Background: an optimization exercise with open tools, aiming at small area, a short achievable clock period and few clock cycles per item. Do not read the settings as production practice.
The RTL was checked by simulation tests, not by an equivalence proof against the original design.
No activity file was given, so power comes from the tool's default toggle rates.

## flow/design.v (module list and top-level ports; edited modules follow where they fit)
// module pe: 434 lines
// module fa: 10 lines
// module ha: 9 lines
// module xr2: 7 lines
// module systolic_array: 49 lines
// module xin: 11 lines
// module win: 20 lines
module systolic_array #(
    parameter M          = 4,
    parameter N          = 16,
    parameter K          = 4,
    parameter DATA_WIDTH = 32
) (
    input                           clk,
    input                           rst_n,
    input      [DATA_WIDTH*M-1:0]   X,
    input      [DATA_WIDTH*K-1:0]   W,
    output     [DATA_WIDTH*M*K-1:0] Y,
    output reg                      done
);
  // ...
==> flow/flow/run.sh <==
#!/bin/bash
set -euo pipefail
bash standard.sh \
  "BUFFER_PORTS_ARGS=-buffer_cell sky130_fd_sc_hd__buf_2" \
  "MATCH_CELL_FOOTPRINT=0" \
  finish > standard.log 2>&1
==> flow/standard.sh <==
#!/bin/bash
# synth_recipe.tcl (not shown) runs the flow's synth.tcl, then flattens the netlist and writes it again
# the make line also repeats each setting of config.mk as NAME=value (left out here)
make -C /OpenROAD-flow-scripts/flow DESIGN_CONFIG=/design/flow/config.mk WORK_HOME=/design/flow/orfs CLKGATE_MAP_FILE= SYNTH_SCRIPT=/design/flow/synth_recipe.tcl "${@:-finish}"
==> flow/config.mk <==
export PLATFORM = sky130hd
export DESIGN_NAME = systolic_array
export DESIGN_NICKNAME = systolic_array
export VERILOG_FILES = /design/flow/design.v
export SDC_FILE = /design/flow/constraint.sdc
export NUM_CORES = 8
export LEC_CHECK = 0
export CAP_MARGIN = 20
export CORE_MARGIN = 2
export CORE_UTILIZATION = 46
export PLACE_DENSITY = 0.62
export SETUP_SLACK_MARGIN = 4.6
export SLEW_MARGIN = 20
export SYNTH_HIERARCHICAL = 1
==> flow/constraint.sdc <==
create_clock -name core_clock -period 8.0 [get_ports {clk}]
set_input_delay 1.6000 -clock core_clock [delete_from_list [all_inputs] [get_ports {clk}]]
set_output_delay 1.6000 -clock core_clock [all_outputs]
set_load 0.01 [all_outputs]
==> run_results.csv, run 1 <==
group,metric,value,unit
place,numPlacedInstances,31385,
clock_tree,cts_setup_buffers,40,
routing,wl_per_cell,35.15,um
clock_tree,cts-htree-levels,5,
layout,fin_area,0.2903,mm^2
min_path,holdPathStages,1,
critical_path,path_common_cell,"a21oi_1",
clock_tree,cts_tree,"yes",
routing,vias,228377,
routing,met1_length,416800,um
floorplan,rows,277,
clock_tree,clkLatencyLatePin,1050,ps
layout,numSequentialCells,2790,
critical_path,r2r_start,"g_r[3].g_c[3].u_pe.acc[13]",
critical_path,startpoint,"g_r[3].g_c[3].u_pe.acc[13]",
floorplan,initial_core_util,46.12,%
critical_path,crit_arrival,4350,ps
layout,drive_gt1_share,12.67,%
yosys,syn_avg_cell_area,10.41,um^2
sta,maxSlewHeadroom,21.07,%
global_routing,grt_pass1_vias,225570,
sta,fin_tns_setup,0,ps
routing,wl_met2,453400,um
sta,tightestPinTransition,1176,ps
global_routing,grt_util_met1,47.30,%
critical_path,cp_top_family,"compound AO/OA/AOI/OAI gates",
yosys,synthCells,25162,
routing,routed_wl,1136000,um
floorplan,coreArea,0.5680,mm^2
run,drv_cap,0,
sta,hold_ws,348.7,ps
layout,multi_input_area_share,67.98,%
status,status,"timing/DRC/antenna clean",
place,placed_cell_area,0.2704,mm^2
critical_path,cp.required,8900,ps
floorplan,die_area,0.5756,mm^2
layout,largest_reg_flops,1312,
pwr,switchingPower,76.65,mW
clock_tree,cts_hold_buf,0,
routing,drc,0,
critical_path,path_class,"reg2reg",
sta,slew_violations,0,
layout,nClkBuffers,461,
Testbench counts, summed over its fixed seeds: cycles 4,864, gemms 256.
==> module systolic_array, before the edit <==
module systolic_array #(
    parameter M          = 4,
    parameter N          = 16,
    parameter K          = 4,
    parameter DATA_WIDTH = 32
) (
    input                           clk,
    input                           rst_n,
    input      [DATA_WIDTH*M-1:0]   X,
    input      [DATA_WIDTH*K-1:0]   W,
    output     [DATA_WIDTH*M*K-1:0] Y,
    output reg                      done
);
  localparam DUP = 2;
  genvar i, j, c;
  wire [31:0] xm1 [0:3][0:DUP-1];
  wire [31:0] xm3 [0:3][0:DUP-1];
  wire [54:0] wer [0:3][0:DUP-1];
  for (c = 0; c < DUP; c = c + 1) begin : g_dup
    for (i = 0; i < 4; i = i + 1) begin : g_x
      xin u_xin (.clk(clk), .x(X[32*i +: 32]), .xm1(xm1[i][c]), .xm3(xm3[i][c]));
    end
    for (j = 0; j < 4; j = j + 1) begin : g_w
      win u_win (.clk(clk), .w(W[32*j +: 32]), .wer(wer[j][c]));
    end
  end
  reg [4:0] cnt;
  always @(posedge clk) begin
    if (~rst_n) begin
      cnt  <= 5'd0;
      done <= 1'b0;
    end else begin
      if (cnt != 5'd31) cnt <= cnt + 5'd1;
      if (cnt == 5'd17) done <= 1'b1;
    end
  end
  for (i = 0; i < 4; i = i + 1) begin : g_r
    for (j = 0; j < 4; j = j + 1) begin : g_c
      pe u_pe (
        .clk   (clk),
        .rst_n (rst_n),
        .xm1 (xm1[i][j*DUP/4]),
        .xm3 (xm3[i][j*DUP/4]),
        .we    (wer[j][i*DUP/4]),
        .y     (Y[32*(4*i+j) +: 32])
      );
    end
  end
endmodule
==> inputs of run 2 (changes only) <==
--- a/flow/design.v
+++ b/flow/design.v
@@ -1,26 +1,27 @@
 module pe (
     input             clk,
     input             rst_n,
     input      [31:0] xm1,   
     input      [31:0] xm3,   
-    input      [54:0] we,   
+    input      [54:0] we,    
     output reg [31:0] y
 );
   reg rprev, clr;
   always @(posedge clk) begin
     rprev <= rst_n;
     clr   <= ~rprev;
   end
   reg  [83:0] acc;
-  wire [83:0] acc_g = acc & {84{~clr}};
+  wire [83:0] acc_g;
   wire [83:0] acc_n;
   wire [31:0] r0, r1;
   wire n1, n2, n3, n4, n5, n6, n7, n8, n9, n10, n11, n12, n13, n14, n15, n16, n17, n18, n19, n20, n21, n22, n23, n24, n25, n26, n27, n28, n29, n30, n31, n32, n33, n34, n35, n36, n37, n38, n39, n40, n41, n42, n43, n44, n45, n46, n47, n48, n49, n50, n51, n52, n53, n54, n55, n56, n57, n58, n59, n60, n61, n62, n63, n64, n65, n66, n67, n68, n69, n70, n71, n72, n73, n74, n75, n76, n77, n78, n79, n80, n81, n82, n83, n84, n85, n86, n87, n88, n89, n90, n91, n92, n93, n94, n95, n96, n97, n98, n99, n100, n101, n102, n103, n104, n105, n106, n107, n108, n109, n110, n111, n112, n113, n114, n115, n116, n117, n118, n119, n120, n121, n122, n123, n124, n125, n126, n127, n128, n129, n130, n131, n132, n133, n134, n135, n136, n137, n138, n139, n140, n141, n142, n143, n144, n145, n146, n147, n148, n149, n150, n151, n152, n153, n154, n155, n156, n157, n158, n159, n160, n161, n162, n163, n164, n165, n166, n167, n168, n169, n170, n171, n172, n173, n174, n175, n176, n177, n178, n179, n180, n181, n182, n183, n184, n185, n186, n187, n188, n189, n190, n191, n192, n193, n194, n195, n196, n197, n198, n199, n200, n201, n202, n203, n204, n205, n206, n207, n208, n209, n210, n211, n212, n213, n214, n215, n216, n217, n218, n219, n220, n221, n222, n223, n224, n225, n226, n227, n228, n229, n230, n231, n232, n233, n234, n235, n236, n237, n238, n239, n240, n241, n242, n243, n244, n245, n246, n247, n248, n249, n250, n251, n252, n253, n254, n255, n256, n257, n258, n259, n260, n261, n262, n263, n264, n265, n266, n267, n268, n269, n270, n271, n272, n273, n274, n275, n276, n277, n278, n279, n280, n281, n282, n283, n284, n285, n286, n287, n288, n289, n290, n291, n292, n293, n294, n295, n296, n297, n298, n299, n300, n301, n302, n303, n304, n305, n306, n307, n308, n309, n310, n311, n312, n313, n314, n315, n316, n317, n318, n319, n320, n321, n322, n323, n324, n325, n326, n327, n328, n329, n330, n331, n332, n333, n334, n335, n336, n337, n338, n339, n340, n341, n342, n343, n344, n345, n346, n347, n348, n349, n350, n351, n352, n353, n354, n355, n356, n357, n358, n359, n360, n361, n362, n363, n364, n365, n366, n367, n368, n369, n370, n371, n372, n373, n374, n375, n376, n377, n378, n379, n380, n381, n382, n383, n384, n385, n386, n387, n388, n389, n390, n391, n392, n393, n394, n395, n396, n397, n398, n399, n400, n401, n402, n403, n404, n405, n406, n407, n408, n409, n410, n411, n412, n413, n414, n415, n416, n417, n418, n419, n420, n421, n422, n423, n424, n425, n426, n427, n428, n429, n430, n431, n432, n433, n434, n435, n436, n437, n438, n439, n440, n441, n442, n443, n444, n445, n446, n447, n448, n449, n450, n451, n452, n453, n454, n455, n456, n457, n458, n459, n460, n461, n462, n463, n464, n465, n466, n467, n468, n469, n470, n471, n472, n473, n474, n475, n476, n477, n478, n479, n480, n481, n482, n483, n484, n485, n486, n487, n488, n489, n490, n491, n492, n493, n494, n495, n496, n497, n498, n499, n500, n501, n502, n503, n504, n505, n506, n507, n508, n509, n510, n511, n512, n513, n514, n515, n516, n517, n518, n519, n520, n521, n522, n523, n524, n525, n526, n527, n528, n529, n530, n531, n532, n533, n534, n535, n536, n537, n538, n539, n540, n541, n542, n543, n544, n545, n546, n547, n548, n549, n550, n551, n552, n553, n554, n555, n556, n557, n558, n559, n560, n561, n562, n563, n564, n565, n566, n567, n568, n569, n570, n571, n572, n573, n574, n575, n576, n577, n578, n579, n580, n581, n582, n583, n584, n585, n586, n587, n588, n589, n590, n591, n592, n593, n594, n595, n596, n597, n598, n599, n600, n601, n602, n603, n604;
+  assign acc_g = acc & {84{~clr}};
   assign n1 = we[4] ^ ((we[0] & xm1[0]) | (we[2] & xm3[0]));
   assign n2 = we[4] ^ ((we[0] & xm1[1]) | (we[1] & xm1[0]) | (we[2] & xm3[1]));
   assign n3 = we[4] ^ ((we[0] & xm1[2]) | (we[1] & xm1[1]) | (we[2] & xm3[2]) | (we[3] & xm1[0]));
   assign n4 = we[4] ^ ((we[0] & xm1[3]) | (we[1] & xm1[2]) | (we[2] & xm3[3]) | (we[3] & xm1[1]));
   assign n5 = we[4] ^ ((we[0] & xm1[4]) | (we[1] & xm1[3]) | (we[2] & xm3[4]) | (we[3] & xm1[2]));
   assign n6 = we[4] ^ ((we[0] & xm1[5]) | (we[1] & xm1[4]) | (we[2] & xm3[5]) | (we[3] & xm1[3]));
   assign n7 = we[4] ^ ((we[0] & xm1[6]) | (we[1] & xm1[5]) | (we[2] & xm3[6]) | (we[3] & xm1[4]));
   assign n8 = we[4] ^ ((we[0] & xm1[7]) | (we[1] & xm1[6]) | (we[2] & xm3[7]) | (we[3] & xm1[5]));
@@ -198,238 +199,238 @@
   assign n180 = we[44] ^ ((we[40] & xm1[7]) | (we[41] & xm1[6]) | (we[42] & xm3[7]) | (we[43] & xm1[5]));
   assign n181 = we[49] ^ ((we[45] & xm1[0]) | (we[47] & xm3[0]));
   assign n182 = we[49] ^ ((we[45] & xm1[1]) | (we[46] & xm1[0]) | (we[47] & xm3[1]));
   assign n183 = we[49] ^ ((we[45] & xm1[2]) | (we[46] & xm1[1]) | (we[47] & xm3[2]) | (we[48] & xm1[0]));
   assign n184 = we[49] ^ ((we[45] & xm1[3]) | (we[46] & xm1[2]) | (we[47] & xm3[3]) | (we[48] & xm1[1]));
   assign n185 = we[49] ^ ((we[45] & xm1[4]) | (we[46] & xm1[3]) | (we[47] & xm3[4]) | (we[48] & xm1[2]));
   assign n186 = (we[50] & xm1[0]) | (we[52] & xm3[0]);
   assign n187 = (we[50] & xm1[1]) | (we[51] & xm1[0]) | (we[52] & xm3[1]);
-  fa u_fa1 (.a(we[4]), .b(acc_g[0]), .c(acc_g[1]), .s(n188), .co(n189));
-  fa u_fa2 (.a(acc_g[2]), .b(acc_g[3]), .c(n189), .s(n190), .co(n191));
-  fa u_fa3 (.a(acc_g[4]), .b(acc_g[5]), .c(n3), .s(n192), .co(n193));
-  fa u_fa4 (.a(we[9]), .b(acc_g[6]), .c(acc_g[7]), .s(n194), .co(n195));
-  fa u_fa5 (.a(n33), .b(n4), .c(n194), .s(n196), .co(n197));
-  fa u_fa6 (.a(acc_g[8]), .b(acc_g[9]), .c(n195), .s(n198), .co(n199));
-  fa u_fa7 (.a(n34), .b(n5), .c(n197), .s(n200), .co(n201));
-  fa u_fa8 (.a(acc_g[10]), .b(acc_g[11]), .c(n35), .s(n202), .co(n203));
-  fa u_fa9 (.a(n6), .b(n199), .c(n202), .s(n204), .co(n205));
-  fa u_fa10 (.a(we[14]), .b(acc_g[12]), .c(acc_g[13]), .s(n206), .co(n207));
-  fa u_fa11 (.a(n36), .b(n62), .c(n7), .s(n208), .co(n209));
-  fa u_fa12 (.a(n206), .b(n203), .c(n208), .s(n210), .co(n211));
-  fa u_fa13 (.a(acc_g[14]), .b(acc_g[15]), .c(n207), .s(n212), .co(n213));
-  fa u_fa14 (.a(n37), .b(n63), .c(n8), .s(n214), .co(n215));
-  fa u_fa15 (.a(n209), .b(n212), .c(n214), .s(n216), .co(n217));
-  fa u_fa16 (.a(acc_g[16]), .b(acc_g[17]), .c(n38), .s(n218), .co(n219));
-  fa u_fa17 (.a(n64), .b(n9), .c(n213), .s(n220), .co(n221));
-  fa u_fa18 (.a(n215), .b(n218), .c(n220), .s(n222), .co(n223));
-  fa u_fa19 (.a(we[19]), .b(acc_g[18]), .c(acc_g[19]), .s(n224), .co(n225));
-  fa u_fa20 (.a(n10), .b(n39), .c(n65), .s(n226), .co(n227));
-  fa u_fa21 (.a(n88), .b(n224), .c(n219), .s(n228), .co(n229));
-  fa u_fa22 (.a(n226), .b(n221), .c(n228), .s(n230), .co(n231));
-  fa u_fa23 (.a(acc_g[20]), .b(acc_g[21]), .c(n225), .s(n232), .co(n233));
-  fa u_fa24 (.a(n11), .b(n40), .c(n66), .s(n234), .co(n235));
-  fa u_fa25 (.a(n89), .b(n227), .c(n232), .s(n236), .co(n237));
-  fa u_fa26 (.a(n234), .b(n229), .c(n236), .s(n238), .co(n239));
-  fa u_fa27 (.a(acc_g[22]), .b(acc_g[23]), .c(n12), .s(n240), .co(n241));
-  fa u_fa28 (.a(n41), .b(n67), .c(n90), .s(n242), .co(n243));
-  fa u_fa29 (.a(n233), .b(n235), .c(n240), .s(n244), .co(n245));
-  fa u_fa30 (.a(n242), .b(n237), .c(n244), .s(n246), .co(n247));
-  fa u_fa31 (.a(we[24]), .b(acc_g[24]), .c(acc_g[25]), .s(n248), .co(n249));
-  fa u_fa32 (.a(n111), .b(n13), .c(n42), .s(n250), .co(n251));
-  fa u_fa33 (.a(n68), .b(n91), .c(n248), .s(n252), .co(n253));
-  fa u_fa34 (.a(n241), .b(n243), .c(n250), .s(n254), .co(n255));
-  fa u_fa35 (.a(n252), .b(n245), .c(n254), .s(n256), .co(n257));
-  fa u_fa36 (.a(acc_g[26]), .b(acc_g[27]), .c(n249), .s(n258), .co(n259));
-  fa u_fa37 (.a(n112), .b(n14), .c(n43), .s(n260), .co(n261));
-  fa u_fa38 (.a(n69), .b(n92), .c(n251), .s(n262), .co(n263));
-  fa u_fa39 (.a(n253), .b(n258), .c(n260), .s(n264), .co(n265));
-  fa u_fa40 (.a(n255), .b(n262), .c(n264), .s(n266), .co(n267));
-  fa u_fa41 (.a(acc_g[28]), .b(acc_g[29]), .c(n113), .s(n268), .co(n269));
-  fa u_fa42 (.a(n15), .b(n44), .c(n70), .s(n270), .co(n271));
-  fa u_fa43 (.a(n93), .b(n259), .c(n261), .s(n272), .co(n273));
-  fa u_fa44 (.a(n268), .b(n270), .c(n263), .s(n274), .co(n275));
-  fa u_fa45 (.a(n265), .b(n272), .c(n274), .s(n276), .co(n277));
-  fa u_fa46 (.a(we[29]), .b(acc_g[30]), .c(acc_g[31]), .s(n278), .co(n279));
-  fa u_fa47 (.a(n114), .b(n131), .c(n16), .s(n280), .co(n281));
-  fa u_fa48 (.a(n45), .b(n71), .c(n94), .s(n282), .co(n283));
-  fa u_fa49 (.a(n278), .b(n269), .c(n271), .s(n284), .co(n285));
-  fa u_fa50 (.a(n280), .b(n282), .c(n273), .s(n286), .co(n287));
-  fa u_fa51 (.a(n284), .b(n275), .c(n286), .s(n288), .co(n289));
-  fa u_fa52 (.a(acc_g[32]), .b(acc_g[33]), .c(n279), .s(n290), .co(n291));
-  fa u_fa53 (.a(n115), .b(n132), .c(n17), .s(n292), .co(n293));
-  fa u_fa54 (.a(n46), .b(n72), .c(n95), .s(n294), .co(n295));
-  fa u_fa55 (.a(n281), .b(n283), .c(n290), .s(n296), .co(n297));
-  fa u_fa56 (.a(n292), .b(n294), .c(n285), .s(n298), .co(n299));
-  fa u_fa57 (.a(n296), .b(n287), .c(n298), .s(n300), .co(n301));
-  fa u_fa58 (.a(acc_g[34]), .b(acc_g[35]), .c(acc_g[36]), .s(n302), .co(n303));
-  fa u_fa59 (.a(acc_g[37]), .b(n116), .c(n133), .s(n304), .co(n305));
-  fa u_fa60 (.a(n18), .b(n47), .c(n73), .s(n306), .co(n307));
-  fa u_fa61 (.a(n96), .b(n302), .c(n291), .s(n308), .co(n309));
-  fa u_fa62 (.a(n293), .b(n295), .c(n304), .s(n310), .co(n311));
-  fa u_fa63 (.a(n306), .b(n297), .c(n308), .s(n312), .co(n313));
-  fa u_fa64 (.a(we[34]), .b(acc_g[38]), .c(acc_g[39]), .s(n314), .co(n315));
-  fa u_fa65 (.a(acc_g[40]), .b(n303), .c(n117), .s(n316), .co(n317));
-  fa u_fa66 (.a(n134), .b(n148), .c(n19), .s(n318), .co(n319));
-  fa u_fa67 (.a(n48), .b(n74), .c(n97), .s(n320), .co(n321));
-  fa u_fa68 (.a(n314), .b(n305), .c(n307), .s(n322), .co(n323));
-  fa u_fa69 (.a(n316), .b(n318), .c(n320), .s(n324), .co(n325));
-  fa u_fa70 (.a(n309), .b(n311), .c(n322), .s(n326), .co(n327));
-  fa u_fa71 (.a(acc_g[41]), .b(acc_g[42]), .c(acc_g[43]), .s(n328), .co(n329));
-  fa u_fa72 (.a(n315), .b(n118), .c(n135), .s(n330), .co(n331));
-  fa u_fa73 (.a(n149), .b(n20), .c(n49), .s(n332), .co(n333));
-  fa u_fa74 (.a(n75), .b(n98), .c(n328), .s(n334), .co(n335));
-  fa u_fa75 (.a(n317), .b(n319), .c(n321), .s(n336), .co(n337));
-  fa u_fa76 (.a(n330), .b(n332), .c(n334), .s(n338), .co(n339));
-  fa u_fa77 (.a(n323), .b(n325), .c(n336), .s(n340), .co(n341));
-  fa u_fa78 (.a(acc_g[44]), .b(acc_g[45]), .c(acc_g[46]), .s(n342), .co(n343));
-  fa u_fa79 (.a(n329), .b(n119), .c(n136), .s(n344), .co(n345));
-  fa u_fa80 (.a(n150), .b(n21), .c(n50), .s(n346), .co(n347));
-  fa u_fa81 (.a(n76), .b(n99), .c(n342), .s(n348), .co(n349));
-  fa u_fa82 (.a(n331), .b(n333), .c(n335), .s(n350), .co(n351));
-  fa u_fa83 (.a(n344), .b(n346), .c(n348), .s(n352), .co(n353));
-  fa u_fa84 (.a(n337), .b(n339), .c(n350), .s(n354), .co(n355));
-  fa u_fa85 (.a(we[39]), .b(acc_g[47]), .c(acc_g[48]), .s(n356), .co(n357));
-  fa u_fa86 (.a(acc_g[49]), .b(n343), .c(n100), .s(n358), .co(n359));
-  fa u_fa87 (.a(n120), .b(n137), .c(n151), .s(n360), .co(n361));
-  fa u_fa88 (.a(n162), .b(n22), .c(n51), .s(n362), .co(n363));
-  fa u_fa89 (.a(n77), .b(n356), .c(n345), .s(n364), .co(n365));
-  fa u_fa90 (.a(n347), .b(n349), .c(n358), .s(n366), .co(n367));
-  fa u_fa91 (.a(n360), .b(n362), .c(n351), .s(n368), .co(n369));
-  fa u_fa92 (.a(n364), .b(n353), .c(n366), .s(n370), .co(n371));
-  fa u_fa93 (.a(acc_g[50]), .b(acc_g[51]), .c(acc_g[52]), .s(n372), .co(n373));
-  fa u_fa94 (.a(n357), .b(n101), .c(n121), .s(n374), .co(n375));
-  fa u_fa95 (.a(n138), .b(n152), .c(n163), .s(n376), .co(n377));
-  fa u_fa96 (.a(n23), .b(n52), .c(n78), .s(n378), .co(n379));
-  fa u_fa97 (.a(n372), .b(n359), .c(n361), .s(n380), .co(n381));
-  fa u_fa98 (.a(n363), .b(n374), .c(n376), .s(n382), .co(n383));
-  fa u_fa99 (.a(n378), .b(n365), .c(n367), .s(n384), .co(n385));
-  fa u_fa100 (.a(n380), .b(n382), .c(n369), .s(n386), .co(n387));
-  fa u_fa101 (.a(acc_g[53]), .b(acc_g[54]), .c(acc_g[55]), .s(n388), .co(n389));
-  fa u_fa102 (.a(n373), .b(n102), .c(n122), .s(n390), .co(n391));
-  fa u_fa103 (.a(n139), .b(n153), .c(n164), .s(n392), .co(n393));
-  fa u_fa104 (.a(n24), .b(n53), .c(n79), .s(n394), .co(n395));
-  fa u_fa105 (.a(n388), .b(n375), .c(n377), .s(n396), .co(n397));
-  fa u_fa106 (.a(n379), .b(n390), .c(n392), .s(n398), .co(n399));
-  fa u_fa107 (.a(n394), .b(n381), .c(n383), .s(n400), .co(n401));
-  fa u_fa108 (.a(n396), .b(n398), .c(n385), .s(n402), .co(n403));
-  fa u_fa109 (.a(we[44]), .b(acc_g[56]), .c(acc_g[57]), .s(n404), .co(n405));
-  fa u_fa110 (.a(acc_g[58]), .b(n389), .c(n103), .s(n406), .co(n407));
-  fa u_fa111 (.a(n123), .b(n140), .c(n154), .s(n408), .co(n409));
-  fa u_fa112 (.a(n165), .b(n173), .c(n25), .s(n410), .co(n411));
-  fa u_fa113 (.a(n54), .b(n80), .c(n404), .s(n412), .co(n413));
-  fa u_fa114 (.a(n391), .b(n393), .c(n395), .s(n414), .co(n415));
-  fa u_fa115 (.a(n406), .b(n408), .c(n410), .s(n416), .co(n417));
-  fa u_fa116 (.a(n412), .b(n397), .c(n399), .s(n418), .co(n419));
-  fa u_fa117 (.a(n414), .b(n416), .c(n401), .s(n420), .co(n421));
-  fa u_fa118 (.a(acc_g[59]), .b(acc_g[60]), .c(acc_g[61]), .s(n422), .co(n423));
-  fa u_fa119 (.a(n405), .b(n104), .c(n124), .s(n424), .co(n425));
-  fa u_fa120 (.a(n141), .b(n155), .c(n166), .s(n426), .co(n427));
-  fa u_fa121 (.a(n174), .b(n26), .c(n55), .s(n428), .co(n429));
-  fa u_fa122 (.a(n81), .b(n422), .c(n407), .s(n430), .co(n431));
-  fa u_fa123 (.a(n409), .b(n411), .c(n413), .s(n432), .co(n433));
-  fa u_fa124 (.a(n424), .b(n426), .c(n428), .s(n434), .co(n435));
-  fa u_fa125 (.a(n415), .b(n417), .c(n430), .s(n436), .co(n437));
-  fa u_fa126 (.a(n432), .b(n434), .c(n419), .s(n438), .co(n439));
-  fa u_fa127 (.a(acc_g[62]), .b(acc_g[63]), .c(acc_g[64]), .s(n440), .co(n441));
-  fa u_fa128 (.a(n423), .b(n105), .c(n125), .s(n442), .co(n443));
-  fa u_fa129 (.a(n142), .b(n156), .c(n167), .s(n444), .co(n445));
-  fa u_fa130 (.a(n175), .b(n27), .c(n56), .s(n446), .co(n447));
-  fa u_fa131 (.a(n82), .b(n440), .c(n425), .s(n448), .co(n449));
-  fa u_fa132 (.a(n427), .b(n429), .c(n442), .s(n450), .co(n451));
-  fa u_fa133 (.a(n444), .b(n446), .c(n431), .s(n452), .co(n453));
-  fa u_fa134 (.a(n433), .b(n435), .c(n448), .s(n454), .co(n455));
-  fa u_fa135 (.a(n450), .b(n437), .c(n452), .s(n456), .co(n457));
-  fa u_fa136 (.a(we[49]), .b(acc_g[65]), .c(acc_g[66]), .s(n458), .co(n459));
-  fa u_fa137 (.a(acc_g[67]), .b(n441), .c(n106), .s(n460), .co(n461));
-  fa u_fa138 (.a(n126), .b(n143), .c(n157), .s(n462), .co(n463));
-  fa u_fa139 (.a(n168), .b(n176), .c(n181), .s(n464), .co(n465));
-  fa u_fa140 (.a(n28), .b(n57), .c(n83), .s(n466), .co(n467));
-  fa u_fa141 (.a(n458), .b(n443), .c(n445), .s(n468), .co(n469));
-  fa u_fa142 (.a(n447), .b(n460), .c(n462), .s(n470), .co(n471));
-  fa u_fa143 (.a(n464), .b(n466), .c(n449), .s(n472), .co(n473));
-  fa u_fa144 (.a(n451), .b(n468), .c(n470), .s(n474), .co(n475));
-  fa u_fa145 (.a(n453), .b(n455), .c(n472), .s(n476), .co(n477));
-  fa u_fa146 (.a(acc_g[68]), .b(acc_g[69]), .c(acc_g[70]), .s(n478), .co(n479));
-  fa u_fa147 (.a(acc_g[71]), .b(acc_g[72]), .c(n459), .s(n480), .co(n481));
-  fa u_fa148 (.a(n107), .b(n127), .c(n144), .s(n482), .co(n483));
-  fa u_fa149 (.a(n158), .b(n169), .c(n177), .s(n484), .co(n485));
-  fa u_fa150 (.a(n182), .b(n29), .c(n58), .s(n486), .co(n487));
-  fa u_fa151 (.a(n84), .b(n478), .c(n461), .s(n488), .co(n489));
-  fa u_fa152 (.a(n463), .b(n465), .c(n467), .s(n490), .co(n491));
-  fa u_fa153 (.a(n480), .b(n482), .c(n484), .s(n492), .co(n493));
-  fa u_fa154 (.a(n486), .b(n469), .c(n471), .s(n494), .co(n495));
-  fa u_fa155 (.a(n488), .b(n490), .c(n492), .s(n496), .co(n497));
-  fa u_fa156 (.a(acc_g[73]), .b(acc_g[74]), .c(acc_g[75]), .s(n498), .co(n499));
-  fa u_fa157 (.a(acc_g[76]), .b(acc_g[77]), .c(n479), .s(n500), .co(n501));
-  fa u_fa158 (.a(n108), .b(n128), .c(n145), .s(n502), .co(n503));
-  fa u_fa159 (.a(n159), .b(n170), .c(n178), .s(n504), .co(n505));
-  fa u_fa160 (.a(n183), .b(n30), .c(n59), .s(n506), .co(n507));
-  fa u_fa161 (.a(n85), .b(n498), .c(n481), .s(n508), .co(n509));
-  fa u_fa162 (.a(n483), .b(n485), .c(n487), .s(n510), .co(n511));
-  fa u_fa163 (.a(n500), .b(n502), .c(n504), .s(n512), .co(n513));
-  fa u_fa164 (.a(n506), .b(n489), .c(n491), .s(n514), .co(n515));
-  fa u_fa165 (.a(n508), .b(n493), .c(n510), .s(n516), .co(n517));
-  fa u_fa166 (.a(n512), .b(n495), .c(n514), .s(n518), .co(n519));
-  fa u_fa167 (.a(acc_g[78]), .b(acc_g[79]), .c(acc_g[80]), .s(n520), .co(n521));
-  fa u_fa168 (.a(acc_g[81]), .b(n499), .c(n109), .s(n522), .co(n523));
-  fa u_fa169 (.a(n129), .b(n146), .c(n160), .s(n524), .co(n525));
-  fa u_fa170 (.a(n171), .b(n179), .c(n184), .s(n526), .co(n527));
-  fa u_fa171 (.a(n186), .b(n31), .c(n60), .s(n528), .co(n529));
-  fa u_fa172 (.a(n86), .b(n520), .c(n501), .s(n530), .co(n531));
-  fa u_fa173 (.a(n503), .b(n505), .c(n507), .s(n532), .co(n533));
-  fa u_fa174 (.a(n522), .b(n524), .c(n526), .s(n534), .co(n535));
-  fa u_fa175 (.a(n528), .b(n509), .c(n511), .s(n536), .co(n537));
-  fa u_fa176 (.a(n530), .b(n513), .c(n532), .s(n538), .co(n539));
-  fa u_fa177 (.a(n534), .b(n515), .c(n517), .s(n540), .co(n541));
-  xr2 u_x1 (.a(acc_g[82]), .b(acc_g[83]), .y(n542));
-  xr2 u_x2 (.a(n542), .b(n521), .y(n543));
-  xr2 u_x3 (.a(n110), .b(n130), .y(n544));
-  xr2 u_x4 (.a(n147), .b(n161), .y(n545));
-  xr2 u_x5 (.a(n172), .b(n180), .y(n546));
-  xr2 u_x6 (.a(n185), .b(n187), .y(n547));
-  xr2 u_x7 (.a(n32), .b(n61), .y(n548));
-  xr2 u_x8 (.a(n87), .b(n543), .y(n549));
-  xr2 u_x9 (.a(n544), .b(n545), .y(n550));
-  xr2 u_x10 (.a(n546), .b(n547), .y(n551));
-  xr2 u_x11 (.a(n548), .b(n549), .y(n552));
-  xr2 u_x12 (.a(n523), .b(n525), .y(n553));
-  xr2 u_x13 (.a(n527), .b(n529), .y(n554));
-  xr2 u_x14 (.a(n550), .b(n551), .y(n555));
-  xr2 u_x15 (.a(n552), .b(n553), .y(n556));
-  xr2 u_x16 (.a(n554), .b(n555), .y(n557));
-  xr2 u_x17 (.a(n531), .b(n533), .y(n558));
-  xr2 u_x18 (.a(n556), .b(n557), .y(n559));
-  xr2 u_x19 (.a(n535), .b(n558), .y(n560));
-  xr2 u_x20 (.a(n559), .b(n537), .y(n561));
-  xr2 u_x21 (.a(n560), .b(n539), .y(n562));
-  xr2 u_x22 (.a(n561), .b(n562), .y(n563));
+  fa u_f189 (.a(we[4]), .b(acc_g[0]), .c(acc_g[1]), .s(n188), .co(n189));
+  fa u_f191 (.a(acc_g[2]), .b(acc_g[3]), .c(n189), .s(n190), .co(n191));
+  fa u_f193 (.a(acc_g[4]), .b(acc_g[5]), .c(n3), .s(n192), .co(n193));
+  fa u_f195 (.a(we[9]), .b(acc_g[6]), .c(acc_g[7]), .s(n194), .co(n195));
+  fa u_f197 (.a(n33), .b(n4), .c(n194), .s(n196), .co(n197));
+  fa u_f199 (.a(acc_g[8]), .b(acc_g[9]), .c(n195), .s(n198), .co(n199));
+  fa u_f201 (.a(n34), .b(n5), .c(n197), .s(n200), .co(n201));
+  fa u_f203 (.a(acc_g[10]), .b(acc_g[11]), .c(n35), .s(n202), .co(n203));
+  fa u_f205 (.a(n6), .b(n199), .c(n202), .s(n204), .co(n205));
+  fa u_f207 (.a(we[14]), .b(acc_g[12]), .c(acc_g[13]), .s(n206), .co(n207));
+  fa u_f209 (.a(n36), .b(n62), .c(n7), .s(n208), .co(n209));
+  fa u_f211 (.a(n206), .b(n203), .c(n208), .s(n210), .co(n211));
+  fa u_f213 (.a(acc_g[14]), .b(acc_g[15]), .c(n207), .s(n212), .co(n213));
+  fa u_f215 (.a(n37), .b(n63), .c(n8), .s(n214), .co(n215));
+  fa u_f217 (.a(n209), .b(n212), .c(n214), .s(n216), .co(n217));
+  fa u_f219 (.a(acc_g[16]), .b(acc_g[17]), .c(n38), .s(n218), .co(n219));
+  fa u_f221 (.a(n64), .b(n9), .c(n213), .s(n220), .co(n221));
+  fa u_f223 (.a(n215), .b(n218), .c(n220), .s(n222), .co(n223));
+  fa u_f225 (.a(we[19]), .b(acc_g[18]), .c(acc_g[19]), .s(n224), .co(n225));
+  fa u_f227 (.a(n10), .b(n39), .c(n65), .s(n226), .co(n227));
+  fa u_f229 (.a(n88), .b(n224), .c(n219), .s(n228), .co(n229));
+  fa u_f231 (.a(n226), .b(n221), .c(n228), .s(n230), .co(n231));
+  fa u_f233 (.a(acc_g[20]), .b(acc_g[21]), .c(n225), .s(n232), .co(n233));
+  fa u_f235 (.a(n11), .b(n40), .c(n66), .s(n234), .co(n235));
+  fa u_f237 (.a(n89), .b(n227), .c(n232), .s(n236), .co(n237));
+  fa u_f239 (.a(n234), .b(n229), .c(n236), .s(n238), .co(n239));
+  fa u_f241 (.a(acc_g[22]), .b(acc_g[23]), .c(n12), .s(n240), .co(n241));
+  fa u_f243 (.a(n41), .b(n67), .c(n90), .s(n242), .co(n243));
+  fa u_f245 (.a(n233), .b(n235), .c(n240), .s(n244), .co(n245));
+  fa u_f247 (.a(n242), .b(n237), .c(n244), .s(n246), .co(n247));
+  fa u_f249 (.a(we[24]), .b(acc_g[24]), .c(acc_g[25]), .s(n248), .co(n249));
+  fa u_f251 (.a(n111), .b(n13), .c(n42), .s(n250), .co(n251));
+  fa u_f253 (.a(n68), .b(n91), .c(n248), .s(n252), .co(n253));
+  fa u_f255 (.a(n241), .b(n243), .c(n250), .s(n254), .co(n255));
+  fa u_f257 (.a(n252), .b(n245), .c(n254), .s(n256), .co(n257));
+  fa u_f259 (.a(acc_g[26]), .b(acc_g[27]), .c(n249), .s(n258), .co(n259));
+  fa u_f261 (.a(n112), .b(n14), .c(n43), .s(n260), .co(n261));
+  fa u_f263 (.a(n69), .b(n92), .c(n251), .s(n262), .co(n263));
+  fa u_f265 (.a(n253), .b(n258), .c(n260), .s(n264), .co(n265));
+  fa u_f267 (.a(n255), .b(n262), .c(n264), .s(n266), .co(n267));
+  fa u_f269 (.a(acc_g[28]), .b(acc_g[29]), .c(n113), .s(n268), .co(n269));
+  fa u_f271 (.a(n15), .b(n44), .c(n70), .s(n270), .co(n271));
+  fa u_f273 (.a(n93), .b(n259), .c(n261), .s(n272), .co(n273));
+  fa u_f275 (.a(n268), .b(n270), .c(n263), .s(n274), .co(n275));
+  fa u_f277 (.a(n265), .b(n272), .c(n274), .s(n276), .co(n277));
+  fa u_f279 (.a(we[29]), .b(acc_g[30]), .c(acc_g[31]), .s(n278), .co(n279));
+  fa u_f281 (.a(n114), .b(n131), .c(n16), .s(n280), .co(n281));
+  fa u_f283 (.a(n45), .b(n71), .c(n94), .s(n282), .co(n283));
+  fa u_f285 (.a(n278), .b(n269), .c(n271), .s(n284), .co(n285));
+  fa u_f287 (.a(n280), .b(n282), .c(n273), .s(n286), .co(n287));
+  fa u_f289 (.a(n284), .b(n275), .c(n286), .s(n288), .co(n289));
+  fa u_f291 (.a(acc_g[32]), .b(acc_g[33]), .c(n279), .s(n290), .co(n291));
+  fa u_f293 (.a(n115), .b(n132), .c(n17), .s(n292), .co(n293));
+  fa u_f295 (.a(n46), .b(n72), .c(n95), .s(n294), .co(n295));
+  fa u_f297 (.a(n281), .b(n283), .c(n290), .s(n296), .co(n297));
+  fa u_f299 (.a(n292), .b(n294), .c(n285), .s(n298), .co(n299));
+  fa u_f301 (.a(n296), .b(n287), .c(n298), .s(n300), .co(n301));
+  fa u_f303 (.a(acc_g[34]), .b(acc_g[35]), .c(acc_g[36]), .s(n302), .co(n303));
+  fa u_f305 (.a(acc_g[37]), .b(n116), .c(n133), .s(n304), .co(n305));
+  fa u_f307 (.a(n18), .b(n47), .c(n73), .s(n306), .co(n307));
+  fa u_f309 (.a(n96), .b(n302), .c(n291), .s(n308), .co(n309));
+  fa u_f311 (.a(n293), .b(n295), .c(n304), .s(n310), .co(n311));
+  fa u_f313 (.a(n306), .b(n297), .c(n308), .s(n312), .co(n313));
+  fa u_f315 (.a(we[34]), .b(acc_g[38]), .c(acc_g[39]), .s(n314), .co(n315));
+  fa u_f317 (.a(acc_g[40]), .b(n303), .c(n117), .s(n316), .co(n317));
+  fa u_f319 (.a(n134), .b(n148), .c(n19), .s(n318), .co(n319));
+  fa u_f321 (.a(n48), .b(n74), .c(n97), .s(n320), .co(n321));
+  fa u_f323 (.a(n314), .b(n305), .c(n307), .s(n322), .co(n323));
+  fa u_f325 (.a(n316), .b(n318), .c(n320), .s(n324), .co(n325));
+  fa u_f327 (.a(n309), .b(n311), .c(n322), .s(n326), .co(n327));
+  fa u_f329 (.a(acc_g[41]), .b(acc_g[42]), .c(acc_g[43]), .s(n328), .co(n329));
+  fa u_f331 (.a(n315), .b(n118), .c(n135), .s(n330), .co(n331));
+  fa u_f333 (.a(n149), .b(n20), .c(n49), .s(n332), .co(n333));
+  fa u_f335 (.a(n75), .b(n98), .c(n328), .s(n334), .co(n335));
+  fa u_f337 (.a(n317), .b(n319), .c(n321), .s(n336), .co(n337));
+  fa u_f339 (.a(n330), .b(n332), .c(n334), .s(n338), .co(n339));
+  fa u_f341 (.a(n323), .b(n325), .c(n336), .s(n340), .co(n341));
+  fa u_f343 (.a(acc_g[44]), .b(acc_g[45]), .c(acc_g[46]), .s(n342), .co(n343));
+  fa u_f345 (.a(n329), .b(n119), .c(n136), .s(n344), .co(n345));
+  fa u_f347 (.a(n150), .b(n21), .c(n50), .s(n346), .co(n347));
+  fa u_f349 (.a(n76), .b(n99), .c(n342), .s(n348), .co(n349));
+  fa u_f351 (.a(n331), .b(n333), .c(n335), .s(n350), .co(n351));
+  fa u_f353 (.a(n344), .b(n346), .c(n348), .s(n352), .co(n353));
+  fa u_f355 (.a(n337), .b(n339), .c(n350), .s(n354), .co(n355));
+  fa u_f357 (.a(we[39]), .b(acc_g[47]), .c(acc_g[48]), .s(n356), .co(n357));
+  fa u_f359 (.a(acc_g[49]), .b(n343), .c(n100), .s(n358), .co(n359));
+  fa u_f361 (.a(n120), .b(n137), .c(n151), .s(n360), .co(n361));
+  fa u_f363 (.a(n162), .b(n22), .c(n51), .s(n362), .co(n363));
+  fa u_f365 (.a(n77), .b(n356), .c(n345), .s(n364), .co(n365));
+  fa u_f367 (.a(n347), .b(n349), .c(n358), .s(n366), .co(n367));
+  fa u_f369 (.a(n360), .b(n362), .c(n351), .s(n368), .co(n369));
+  fa u_f371 (.a(n364), .b(n353), .c(n366), .s(n370), .co(n371));
+  fa u_f373 (.a(acc_g[50]), .b(acc_g[51]), .c(acc_g[52]), .s(n372), .co(n373));
+  fa u_f375 (.a(n357), .b(n101), .c(n121), .s(n374), .co(n375));
+  fa u_f377 (.a(n138), .b(n152), .c(n163), .s(n376), .co(n377));
+  fa u_f379 (.a(n23), .b(n52), .c(n78), .s(n378), .co(n379));
+  fa u_f381 (.a(n372), .b(n359), .c(n361), .s(n380), .co(n381));
+  fa u_f383 (.a(n363), .b(n374), .c(n376), .s(n382), .co(n383));
+  fa u_f385 (.a(n378), .b(n365), .c(n367), .s(n384), .co(n385));
+  fa u_f387 (.a(n380), .b(n382), .c(n369), .s(n386), .co(n387));
+  fa u_f389 (.a(acc_g[53]), .b(acc_g[54]), .c(acc_g[55]), .s(n388), .co(n389));
+  fa u_f391 (.a(n373), .b(n102), .c(n122), .s(n390), .co(n391));
+  fa u_f393 (.a(n139), .b(n153), .c(n164), .s(n392), .co(n393));
+  fa u_f395 (.a(n24), .b(n53), .c(n79), .s(n394), .co(n395));
+  fa u_f397 (.a(n388), .b(n375), .c(n377), .s(n396), .co(n397));
+  fa u_f399 (.a(n379), .b(n390), .c(n392), .s(n398), .co(n399));
+  fa u_f401 (.a(n394), .b(n381), .c(n383), .s(n400), .co(n401));
+  fa u_f403 (.a(n396), .b(n398), .c(n385), .s(n402), .co(n403));
+  fa u_f405 (.a(we[44]), .b(acc_g[56]), .c(acc_g[57]), .s(n404), .co(n405));
+  fa u_f407 (.a(acc_g[58]), .b(n389), .c(n103), .s(n406), .co(n407));
+  fa u_f409 (.a(n123), .b(n140), .c(n154), .s(n408), .co(n409));
+  fa u_f411 (.a(n165), .b(n173), .c(n25), .s(n410), .co(n411));
+  fa u_f413 (.a(n54), .b(n80), .c(n404), .s(n412), .co(n413));
+  fa u_f415 (.a(n391), .b(n393), .c(n395), .s(n414), .co(n415));
+  fa u_f417 (.a(n406), .b(n408), .c(n410), .s(n416), .co(n417));
+  fa u_f419 (.a(n412), .b(n397), .c(n399), .s(n418), .co(n419));
+  fa u_f421 (.a(n414), .b(n416), .c(n401), .s(n420), .co(n421));
+  fa u_f423 (.a(acc_g[59]), .b(acc_g[60]), .c(acc_g[61]), .s(n422), .co(n423));
+  fa u_f425 (.a(n405), .b(n104), .c(n124), .s(n424), .co(n425));
+  fa u_f427 (.a(n141), .b(n155), .c(n166), .s(n426), .co(n427));
+  fa u_f429 (.a(n174), .b(n26), .c(n55), .s(n428), .co(n429));
+  fa u_f431 (.a(n81), .b(n422), .c(n407), .s(n430), .co(n431));
+  fa u_f433 (.a(n409), .b(n411), .c(n413), .s(n432), .co(n433));
+  fa u_f435 (.a(n424), .b(n426), .c(n428), .s(n434), .co(n435));
+  fa u_f437 (.a(n415), .b(n417), .c(n430), .s(n436), .co(n437));
+  fa u_f439 (.a(n432), .b(n434), .c(n419), .s(n438), .co(n439));
+  fa u_f441 (.a(acc_g[62]), .b(acc_g[63]), .c(acc_g[64]), .s(n440), .co(n441));
+  fa u_f443 (.a(n423), .b(n105), .c(n125), .s(n442), .co(n443));
+  fa u_f445 (.a(n142), .b(n156), .c(n167), .s(n444), .co(n445));
+  fa u_f447 (.a(n175), .b(n27), .c(n56), .s(n446), .co(n447));
+  fa u_f449 (.a(n82), .b(n440), .c(n425), .s(n448), .co(n449));
+  fa u_f451 (.a(n427), .b(n429), .c(n442), .s(n450), .co(n451));
+  fa u_f453 (.a(n444), .b(n446), .c(n431), .s(n452), .co(n453));
+  fa u_f455 (.a(n433), .b(n435), .c(n448), .s(n454), .co(n455));
+  fa u_f457 (.a(n450), .b(n437), .c(n452), .s(n456), .co(n457));
+  fa u_f459 (.a(we[49]), .b(acc_g[65]), .c(acc_g[66]), .s(n458), .co(n459));
+  fa u_f461 (.a(acc_g[67]), .b(n441), .c(n106), .s(n460), .co(n461));
+  fa u_f463 (.a(n126), .b(n143), .c(n157), .s(n462), .co(n463));
+  fa u_f465 (.a(n168), .b(n176), .c(n181), .s(n464), .co(n465));
+  fa u_f467 (.a(n28), .b(n57), .c(n83), .s(n466), .co(n467));
+  fa u_f469 (.a(n458), .b(n443), .c(n445), .s(n468), .co(n469));
+  fa u_f471 (.a(n447), .b(n460), .c(n462), .s(n470), .co(n471));
+  fa u_f473 (.a(n464), .b(n466), .c(n449), .s(n472), .co(n473));
+  fa u_f475 (.a(n451), .b(n468), .c(n470), .s(n474), .co(n475));
+  fa u_f477 (.a(n453), .b(n455), .c(n472), .s(n476), .co(n477));
+  fa u_f479 (.a(acc_g[68]), .b(acc_g[69]), .c(acc_g[70]), .s(n478), .co(n479));
+  fa u_f481 (.a(acc_g[71]), .b(acc_g[72]), .c(n459), .s(n480), .co(n481));
+  fa u_f483 (.a(n107), .b(n127), .c(n144), .s(n482), .co(n483));
+  fa u_f485 (.a(n158), .b(n169), .c(n177), .s(n484), .co(n485));
+  fa u_f487 (.a(n182), .b(n29), .c(n58), .s(n486), .co(n487));
+  fa u_f489 (.a(n84), .b(n478), .c(n461), .s(n488), .co(n489));
+  fa u_f491 (.a(n463), .b(n465), .c(n467), .s(n490), .co(n491));
+  fa u_f493 (.a(n480), .b(n482), .c(n484), .s(n492), .co(n493));
+  fa u_f495 (.a(n486), .b(n469), .c(n471), .s(n494), .co(n495));
+  fa u_f497 (.a(n488), .b(n490), .c(n492), .s(n496), .co(n497));
+  fa u_f499 (.a(acc_g[73]), .b(acc_g[74]), .c(acc_g[75]), .s(n498), .co(n499));
+  fa u_f501 (.a(acc_g[76]), .b(acc_g[77]), .c(n479), .s(n500), .co(n501));
+  fa u_f503 (.a(n108), .b(n128), .c(n145), .s(n502), .co(n503));
+  fa u_f505 (.a(n159), .b(n170), .c(n178), .s(n504), .co(n505));
+  fa u_f507 (.a(n183), .b(n30), .c(n59), .s(n506), .co(n507));
+  fa u_f509 (.a(n85), .b(n498), .c(n481), .s(n508), .co(n509));
+  fa u_f511 (.a(n483), .b(n485), .c(n487), .s(n510), .co(n511));
+  fa u_f513 (.a(n500), .b(n502), .c(n504), .s(n512), .co(n513));
+  fa u_f515 (.a(n506), .b(n489), .c(n491), .s(n514), .co(n515));
+  fa u_f517 (.a(n508), .b(n493), .c(n510), .s(n516), .co(n517));
+  fa u_f519 (.a(n512), .b(n495), .c(n514), .s(n518), .co(n519));
+  fa u_f521 (.a(acc_g[78]), .b(acc_g[79]), .c(acc_g[80]), .s(n520), .co(n521));
+  fa u_f523 (.a(acc_g[81]), .b(n499), .c(n109), .s(n522), .co(n523));
+  fa u_f525 (.a(n129), .b(n146), .c(n160), .s(n524), .co(n525));
+  fa u_f527 (.a(n171), .b(n179), .c(n184), .s(n526), .co(n527));
+  fa u_f529 (.a(n186), .b(n31), .c(n60), .s(n528), .co(n529));
+  fa u_f531 (.a(n86), .b(n520), .c(n501), .s(n530), .co(n531));
+  fa u_f533 (.a(n503), .b(n505), .c(n507), .s(n532), .co(n533));
+  fa u_f535 (.a(n522), .b(n524), .c(n526), .s(n534), .co(n535));
+  fa u_f537 (.a(n528), .b(n509), .c(n511), .s(n536), .co(n537));
+  fa u_f539 (.a(n530), .b(n513), .c(n532), .s(n538), .co(n539));
+  fa u_f541 (.a(n534), .b(n515), .c(n517), .s(n540), .co(n541));
+  xr2 u_x542 (.a(acc_g[82]), .b(acc_g[83]), .y(n542));
+  xr2 u_x543 (.a(n542), .b(n521), .y(n543));
+  xr2 u_x544 (.a(n110), .b(n130), .y(n544));
+  xr2 u_x545 (.a(n147), .b(n161), .y(n545));
+  xr2 u_x546 (.a(n172), .b(n180), .y(n546));
+  xr2 u_x547 (.a(n185), .b(n187), .y(n547));
+  xr2 u_x548 (.a(n32), .b(n61), .y(n548));
+  xr2 u_x549 (.a(n87), .b(n543), .y(n549));
+  xr2 u_x550 (.a(n544), .b(n545), .y(n550));
+  xr2 u_x551 (.a(n546), .b(n547), .y(n551));
+  xr2 u_x552 (.a(n548), .b(n549), .y(n552));
+  xr2 u_x553 (.a(n523), .b(n525), .y(n553));
+  xr2 u_x554 (.a(n527), .b(n529), .y(n554));
+  xr2 u_x555 (.a(n550), .b(n551), .y(n555));
+  xr2 u_x556 (.a(n552), .b(n553), .y(n556));
+  xr2 u_x557 (.a(n554), .b(n555), .y(n557));
+  xr2 u_x558 (.a(n531), .b(n533), .y(n558));
+  xr2 u_x559 (.a(n556), .b(n557), .y(n559));
+  xr2 u_x560 (.a(n535), .b(n558), .y(n560));
+  xr2 u_x561 (.a(n559), .b(n537), .y(n561));
+  xr2 u_x562 (.a(n560), .b(n539), .y(n562));
+  xr2 u_x563 (.a(n561), .b(n562), .y(n563));
+  fa u_f565 (.a(acc[34]), .b(acc[35]), .c(acc[36]), .s(n564), .co(n565));
+  fa u_f567 (.a(acc[38]), .b(acc[39]), .c(acc[40]), .s(n566), .co(n567));
+  fa u_f569 (.a(acc[41]), .b(acc[42]), .c(acc[43]), .s(n568), .co(n569));
+  fa u_f571 (.a(acc[44]), .b(acc[45]), .c(acc[46]), .s(n570), .co(n571));
+  fa u_f573 (.a(acc[47]), .b(acc[48]), .c(acc[49]), .s(n572), .co(n573));
+  fa u_f575 (.a(acc[50]), .b(acc[51]), .c(acc[52]), .s(n574), .co(n575));
+  fa u_f577 (.a(acc[53]), .b(acc[54]), .c(acc[55]), .s(n576), .co(n577));
+  fa u_f579 (.a(acc[56]), .b(acc[57]), .c(acc[58]), .s(n578), .co(n579));
+  fa u_f581 (.a(acc[59]), .b(acc[60]), .c(acc[61]), .s(n580), .co(n581));
+  fa u_f583 (.a(acc[62]), .b(acc[63]), .c(acc[64]), .s(n582), .co(n583));
+  fa u_f585 (.a(acc[65]), .b(acc[66]), .c(acc[67]), .s(n584), .co(n585));
+  fa u_f587 (.a(acc[68]), .b(acc[69]), .c(acc[70]), .s(n586), .co(n587));
+  fa u_f589 (.a(acc[71]), .b(acc[72]), .c(n585), .s(n588), .co(n589));
+  fa u_f591 (.a(acc[73]), .b(acc[74]), .c(acc[75]), .s(n590), .co(n591));
+  fa u_f593 (.a(acc[76]), .b(acc[77]), .c(n587), .s(n592), .co(n593));
+  fa u_f595 (.a(n590), .b(n589), .c(n592), .s(n594), .co(n595));
+  fa u_f597 (.a(acc[78]), .b(acc[79]), .c(acc[80]), .s(n596), .co(n597));
+  fa u_f599 (.a(acc[81]), .b(n591), .c(n596), .s(n598), .co(n599));
+  fa u_f601 (.a(n593), .b(n598), .c(n595), .s(n600), .co(n601));
+  xr2 u_x602 (.a(acc[82]), .b(acc[83]), .y(n602));
+  xr2 u_x603 (.a(n602), .b(n597), .y(n603));
+  xr2 u_x604 (.a(n603), .b(n599), .y(n604));
   assign acc_n = {n563, n541, n540, n519, n538, n536, 1'b0, 1'b0, n518, n516, n497, n477, n496, n494, n475, n473, n476, n457, n474, n456, n439, n454, n438, n421, n436, n420, n403, n418, n402, n387, n400, n386, n384, n371, n370, n368, n355, n354, n341, n352, n340, n327, n338, n326, n313, n324, n301, n312, n299, n310, n300, n289, n288, n277, n276, n267, n266, n257, n256, n247, n246, n239, n238, n231, n230, n223, n222, n217, n216, n211, n210, n205, n204, n201, n200, n198, n196, n193, n192, n191, n190, n2, n188, n1};
-  fa u_fa178 (.a(acc[34]), .b(acc[35]), .c(acc[36]), .s(n564), .co(n565));
-  fa u_fa179 (.a(acc[38]), .b(acc[39]), .c(acc[40]), .s(n566), .co(n567));
-  fa u_fa180 (.a(acc[41]), .b(acc[42]), .c(acc[43]), .s(n568), .co(n569));
-  fa u_fa181 (.a(acc[44]), .b(acc[45]), .c(acc[46]), .s(n570), .co(n571));
-  fa u_fa182 (.a(acc[47]), .b(acc[48]), .c(acc[49]), .s(n572), .co(n573));
-  fa u_fa183 (.a(acc[50]), .b(acc[51]), .c(acc[52]), .s(n574), .co(n575));
-  fa u_fa184 (.a(acc[53]), .b(acc[54]), .c(acc[55]), .s(n576), .co(n577));
-  fa u_fa185 (.a(acc[56]), .b(acc[57]), .c(acc[58]), .s(n578), .co(n579));
-  fa u_fa186 (.a(acc[59]), .b(acc[60]), .c(acc[61]), .s(n580), .co(n581));
-  fa u_fa187 (.a(acc[62]), .b(acc[63]), .c(acc[64]), .s(n582), .co(n583));
-  fa u_fa188 (.a(acc[65]), .b(acc[66]), .c(acc[67]), .s(n584), .co(n585));
-  fa u_fa189 (.a(acc[68]), .b(acc[69]), .c(acc[70]), .s(n586), .co(n587));
-  fa u_fa190 (.a(acc[71]), .b(acc[72]), .c(n585), .s(n588), .co(n589));
-  fa u_fa191 (.a(acc[73]), .b(acc[74]), .c(acc[75]), .s(n590), .co(n591));
-  fa u_fa192 (.a(acc[76]), .b(acc[77]), .c(n587), .s(n592), .co(n593));
-  fa u_fa193 (.a(n590), .b(n589), .c(n592), .s(n594), .co(n595));
-  fa u_fa194 (.a(acc[78]), .b(acc[79]), .c(acc[80]), .s(n596), .co(n597));
-  fa u_fa195 (.a(acc[81]), .b(n591), .c(n596), .s(n598), .co(n599));
-  fa u_fa196 (.a(n593), .b(n598), .c(n595), .s(n600), .co(n601));
-  xr2 u_x23 (.a(acc[82]), .b(acc[83]), .y(n602));
-  xr2 u_x24 (.a(n602), .b(n597), .y(n603));
-  xr2 u_x25 (.a(n603), .b(n599), .y(n604));
   assign r0 = {n601, n600, n594, n586, n583, n581, n579, n577, n575, n573, n571, n569, n567, n565, acc[37], acc[32], acc[30], acc[28], acc[26], acc[24], acc[22], acc[20], acc[18], acc[16], acc[14], acc[12], acc[10], acc[8], acc[6], acc[4], acc[2], acc[0]};
   assign r1 = {n604, 1'b0, 1'b0, n588, n584, n582, n580, n578, n576, n574, n572, n570, n568, n566, n564, acc[33], acc[31], acc[29], acc[27], acc[25], acc[23], acc[21], acc[19], acc[17], acc[15], acc[13], acc[11], acc[9], acc[7], acc[5], acc[3], acc[1]};
   always @(posedge clk) begin
     acc <= acc_n;
     y   <= r0 + r1;
   end
 endmodule
 module fa (
@@ -437,24 +438,24 @@
     input  b,
     input  c,
     output s,
     output co
 );
   assign s  = a ^ b ^ c;
   assign co = (a & b) | (c & (a ^ b));
 endmodule
-module ha (
+module fa1 (
     input  a,
     input  b,
     output s,
     output co
 );
-  assign s  = a ^ b;
-  assign co = a & b;
+  assign s  = ~(a ^ b);
+  assign co = a | b;
 endmodule
 module xr2 (
     input  a,
     input  b,
     output y
 );
   assign y = a ^ b;
 endmodule
@@ -466,27 +467,38 @@
 ) (
     input                           clk,
     input                           rst_n,
     input      [DATA_WIDTH*M-1:0]   X,
     input      [DATA_WIDTH*K-1:0]   W,
     output     [DATA_WIDTH*M*K-1:0] Y,
     output reg                      done
 );
-  localparam DUP = 2;
+  localparam DX1 = 2;
+  localparam DX3 = 2;
+  localparam DW  = 2;
   genvar i, j, c;
-  wire [31:0] xm1 [0:3][0:DUP-1];
-  wire [31:0] xm3 [0:3][0:DUP-1];
-  wire [54:0] wer [0:3][0:DUP-1];
-  for (c = 0; c < DUP; c = c + 1) begin : g_dup
-    for (i = 0; i < 4; i = i + 1) begin : g_x
-      xin u_xin (.clk(clk), .x(X[32*i +: 32]), .xm1(xm1[i][c]), .xm3(xm3[i][c]));
+  wire [31:0] xm1 [0:3][0:DX1-1];
+  wire [31:0] xm3 [0:3][0:DX3-1];
+  wire [54:0] wer [0:3][0:DW-1];
+  for (i = 0; i < 4; i = i + 1) begin : g_x
+    wire [31:0] x3;
+    times3 u_t3 (.x(X[32*i +: 32]), .y(x3));
+    for (c = 0; c < DX1; c = c + 1) begin : g_c1
+      dq #(.W(32)) u_q (.clk(clk), .d(X[32*i +: 32]), .q(xm1[i][c]));
     end
-    for (j = 0; j < 4; j = j + 1) begin : g_w
-      win u_win (.clk(clk), .w(W[32*j +: 32]), .wer(wer[j][c]));
+    for (c = 0; c < DX3; c = c + 1) begin : g_c3
+      dq #(.W(32)) u_q (.clk(clk), .d(x3), .q(xm3[i][c]));
+    end
+  end
+  for (j = 0; j < 4; j = j + 1) begin : g_w
+    wire [54:0] enc;
+    encw u_e (.w(W[32*j +: 32]), .enc(enc));
+    for (c = 0; c < DW; c = c + 1) begin : g_cw
+      dq #(.W(55)) u_q (.clk(clk), .d(enc), .q(wer[j][c]));
     end
   end
   reg [4:0] cnt;
   always @(posedge clk) begin
     if (~rst_n) begin
       cnt  <= 5'd0;
       done <= 1'b0;
     end else begin
@@ -494,47 +506,48 @@
       if (cnt == 5'd17) done <= 1'b1;
     end
   end
   for (i = 0; i < 4; i = i + 1) begin : g_r
     for (j = 0; j < 4; j = j + 1) begin : g_c
       pe u_pe (
         .clk   (clk),
         .rst_n (rst_n),
-        .xm1 (xm1[i][j*DUP/4]),
-        .xm3 (xm3[i][j*DUP/4]),
-        .we    (wer[j][i*DUP/4]),
+        .xm1   (xm1[i][j*DX1/4]),
+        .xm3   (xm3[i][j*DX3/4]),
+        .we    (wer[j][i*DW/4]),
         .y     (Y[32*(4*i+j) +: 32])
       );
     end
   end
 endmodule
-module xin (
-    input             clk,
-    input      [31:0] x,
-    output reg [31:0] xm1,
-    output reg [31:0] xm3
+module dq #(
+    parameter W = 32
+) (
+    input              clk,
+    input      [W-1:0] d,
+    output reg [W-1:0] q
 );
-  always @(posedge clk) begin
-    xm1 <= x;
-    xm3 <= x + {x[30:0], 1'b0};
-  end
+  always @(posedge clk) q <= d;
 endmodule
-module win (
-    input             clk,
-    input      [31:0] w,
-    output reg [54:0] wer
+module times3 (
+    input  [31:0] x,
+    output [31:0] y
+);
+  assign y = x + {x[30:0], 1'b0};
+endmodule
+module encw (
+    input  [31:0] w,
+    output [54:0] enc
 );
   genvar k;
   wire [34:0] wx = {2'd0, w, 1'b0};
-  wire [54:0] enc;
   for (k = 0; k < 11; k = k + 1) begin : g_d
     wire [3:0] b = wx[3*k +: 4];
-    wire [2:0] p = {2'd0, b[1]} + {1'd0, b[2], 1'd0} + {2'd0, b[0]};
+    wire [2:0] p = {1'b0, b[2], 1'b0} + {2'd0, b[1]} + {2'd0, b[0]};
     wire [2:0] mag = b[3] ? (3'd4 - p) : p;
     assign enc[5*k+0] = (mag == 3'd1);
     assign enc[5*k+1] = (mag == 3'd2);
     assign enc[5*k+2] = (mag == 3'd3);
     assign enc[5*k+3] = (mag == 3'd4);
     assign enc[5*k+4] = b[3] & (mag != 3'd0);
   end
-  always @(posedge clk) wer <= enc;
 endmodule
==> flow/flow/run.sh (replaced) <==
#!/bin/bash
set -euo pipefail
bash standard.sh \
  "BUFFER_PORTS_ARGS=-buffer_cell sky130_fd_sc_hd__buf_2" \
  "MATCH_CELL_FOOTPRINT=0" \
  "CTS_ARGS=-sink_clustering_enable -repair_clock_nets -dont_use_dummy_load" \
  finish > standard.log 2>&1
==> run_results.csv, run 2 <==
group,metric,value,unit
routing,drt_iter0_markers,36223,
global_routing,grt_util_met3,17.50,%
floorplan,initial_core_util,46.19,%
routing,final_antenna_net_count,0,
global_routing,grt_pass1_vias,222906,
global_routing,grtUsageTotal,39.86,%
sta,fin_worst_skew,109.2,ps
routing,drc,0,
sta,slew_violations,0,
global_routing,grt-ovfl-total,0,
global_routing,grt_pass1_wl,1639000,um
critical_path,path_class,"reg2reg",
layout,postLayoutCoreUtil,50.79,%
routing,wl_per_cell,37.84,um
critical_path,cp_top_family,"compound AO/OA/AOI/OAI gates",
run,drv_cap,0,
critical_path,worst-path-buf-inv,0,
clock_tree,cts_hold_buf,0,
layout,top_register,"g_r.g_c.u_pe.acc",
yosys,syn_area,0.2536,mm^2
floorplan,rows,272,
routing,first_pass_iters,14,
sta,period_share,44.54,%
clock_tree,clock_path_buffers,4,
critical_path,path_depth,8,
clock_tree,cts-htree-levels,5,
critical_path,path_cells,"ha_1, nand2_1, o21ai_0, a2111o_1, o2111a_1, nand2b_4, a211oi_2, xnor2_1",
yosys,yosysWarnings,10,
layout,n_fill_cell,49254,
min_path,hold_path_class,"reg2reg",
pwr,powerDensity,541.6,mW/mm^2
floorplan,die_w,746.5,um
place,post-dp-hpwl,744800,um
global_routing,grtUsageMet2,55.59,%
routing,vias,224623,
critical_path,cpMaxStageDelayCell,"xnor2_1",
floorplan,coreArea,0.5489,mm^2
global_routing,antenna_found_initial,192,
layout,largest_reg_flops,1312,
critical_path,slowest_delay,990,ps
sta,grt_setup_unrepaired,"yes",
routing,routed_wl,1169000,um
sta,hold_ws,321.1,ps
clock_tree,clockRootBuffer,"clkbuf_16",
min_path,holdPathStages,1,
floorplan,die_area,0.5572,mm^2
sta,fin_tns_setup,0,ps
sta,fmax,0.2807,GHz
sta,maxSlewHeadroom,13.26,%
clock_tree,cts_tree,"yes",
critical_path,reg2reg_depth,8,
global_routing,top_usage_layer,"met2",
pwr,ir_drop,497.9,uV
clock_tree,cts_sinks,2798,
critical_path,critPathCaptureType,"register",
layout,nNetsFinal,27521,
global_routing,grt_util_met1,49.95,%
status,status,"timing/DRC/antenna clean",
clock_tree,clkLatencyLatePin,1070,ps
global_routing,grt_max_degree,83,
layout,seq_area,0.05717,mm^2
layout,area_growth,9.950,%
layout,top_regs,"g_r.g_c.u_pe.acc x1312, g_r.g_c.u_pe.y x512, g_w.g_cw.u_q.q x424",
routing,viasPerCell,7.268,
sta,fin_crit,3563,ps
pwr,total_power,151.0,mW
layout,drive_gt1_share,12.50,%
layout,final_cell_mix,"xnor2_1, fa_1, a22o_1",
yosys,syn_avg_cell_area,10.47,um^2
critical_path,startpoint_type,"register",
critical_path,crit_fanout,7,
sta,hold_viol_final,0,
clock_tree,numCtsBuffers,342,
yosys,synthCells,24226,
pwr,p_leak,104.2,nW
layout,multiInputGateArea,0.1890,mm^2
critical_path,cp.required,8810,ps
floorplan,dieHeight,746.5,um
place,io_buffers,770,
sta,tightestPinTransition,1292,ps
critical_path,crit_arrival,4370,ps
floorplan,ios,771,
clock_tree,clkTransAtPathRegs,60,ps
place,gp_congestion,0.9788,
layout,final_common_cell,"xnor2_1",
sta,setup_violations,0,
[run 2: cell count changes in the layout (fill, tap and decap cells not counted), moves of 54 or more]
cell      change
a221oi_2     +69
clkinv_2     -55
ha_1        -204
a31oi_1      -84
nand2b_1     -76
nand2_1      +72
and3_1       -96
a21o_1      -124
diode_2      +68
xnor2_1     -192
a221oi_1    -102
nor3_1      -104
nand4_1     +132
clkbuf_1     -54
[run 2: cell type report]
type	instances	area share [%]
Multi-Input combinational cell	18575	67.80
Tap cell	7261	3.258
Inverter	173	0.2329
Clock buffer	342	3.069
Antenna cell	217	0.1948
Sequential cell	2798	20.50
Timing Repair Buffer	1538	4.942
[run 2: worst paths after layout]
path | from | endpoint | slack, ps
max | g_r[3].g_c[0].u_pe.acc[17] | g_r[3].g_c[0].u_pe.y[19] | 4440
min | g_r[2].g_c[0].u_pe.rprev | g_r[2].g_c[0].u_pe.clr | 320
max reg2reg | g_r[3].g_c[0].u_pe.acc[17] | g_r[3].g_c[0].u_pe.y[19] | 4440
min reg2reg | g_r[2].g_c[0].u_pe.rprev | g_r[2].g_c[0].u_pe.clr | 320
[run 2: report_power, final]
part           leakage (nW)  switching (mW)  internal [mW]  total (mW)
logic                  76.3            65.5           44.4         110
registers              23.7            5.73           21.8        27.6
clock network          4.22            6.15           7.43        13.6
[run 2: stage by stage]
stage	instance area [um^2]	cells	setup slack, ps
6_report	278800	30904	4437
4_1_cts	273000	30565	4558
3_5_place_dp	261200	30171	3697
3_3_place_gp	261200	30169	3613
2_1_floorplan	253800	24274	4612
5_1_grt	278600	30824	4439
[run 2: timing repair]
item / in CTS / in global routing
cloned: 5 / 29
buffers inserted: 47 / 92
pin swaps: 11 / 84
resized for setup: 722 / 839
endpoints found under the setup margin: 639 / 301
[run 2: routing by layer]
layer | up-vias | routed length [um]
met2 | 20111 | 462400
met4 | 114 | 101400
met5 | - | 1451
li1 | 87314 | -
met1 | 110818 | 422400
met3 | 6266 | 181700
[run 2: worst register-to-register path, delay by kind of cell (launching register included)]
family | cells | cell delay [ps]
adders and majority gates | 1 | 390
xor gates and xnor gates | 1 | 990
DFF | 1 | 320
and+or+nand+nor | 2 | 240
AOI/OAI and AO/OA | 4 | 1420
Testbench counts of run 2, summed over its fixed seeds: cycles 4,864, gemms 256.

[re-timing with driven ports]
No port has a modelled driver above. Below, the same layouts with a new extraction and two added sets of constraints.
Step 1 assumes that a clkbuf_16 drives the clock port and a buf_2 every other input.
Step 2 moves the port delays by t, midway between the first and last clock arrival at a register: inputs arrive t later, outputs are due t later. That takes back most of the time a late clock gives input paths.
Three values: ideal ports, drivers, drivers and shift; two values: the first two.
run | shift t [ns] | setup WS [ns] | worst setup path at the end | slew at the worst register clock pin (ns) | worst slew at a driven data input, ns
run 1 | 1.153 | 4.548 / 4.548 / 3.606 | input to register | 0.07 / 0.07 | 0.35
run 2 | 1.132 | 4.437 / 4.437 / 3.631 | input to register | 0.07 / 0.07 | 0.40
After both steps every run listed still meets setup and hold. The setup slack of run 1, which loses most, moves by 0.000 ns with the drivers and by -0.942 ns with both steps.
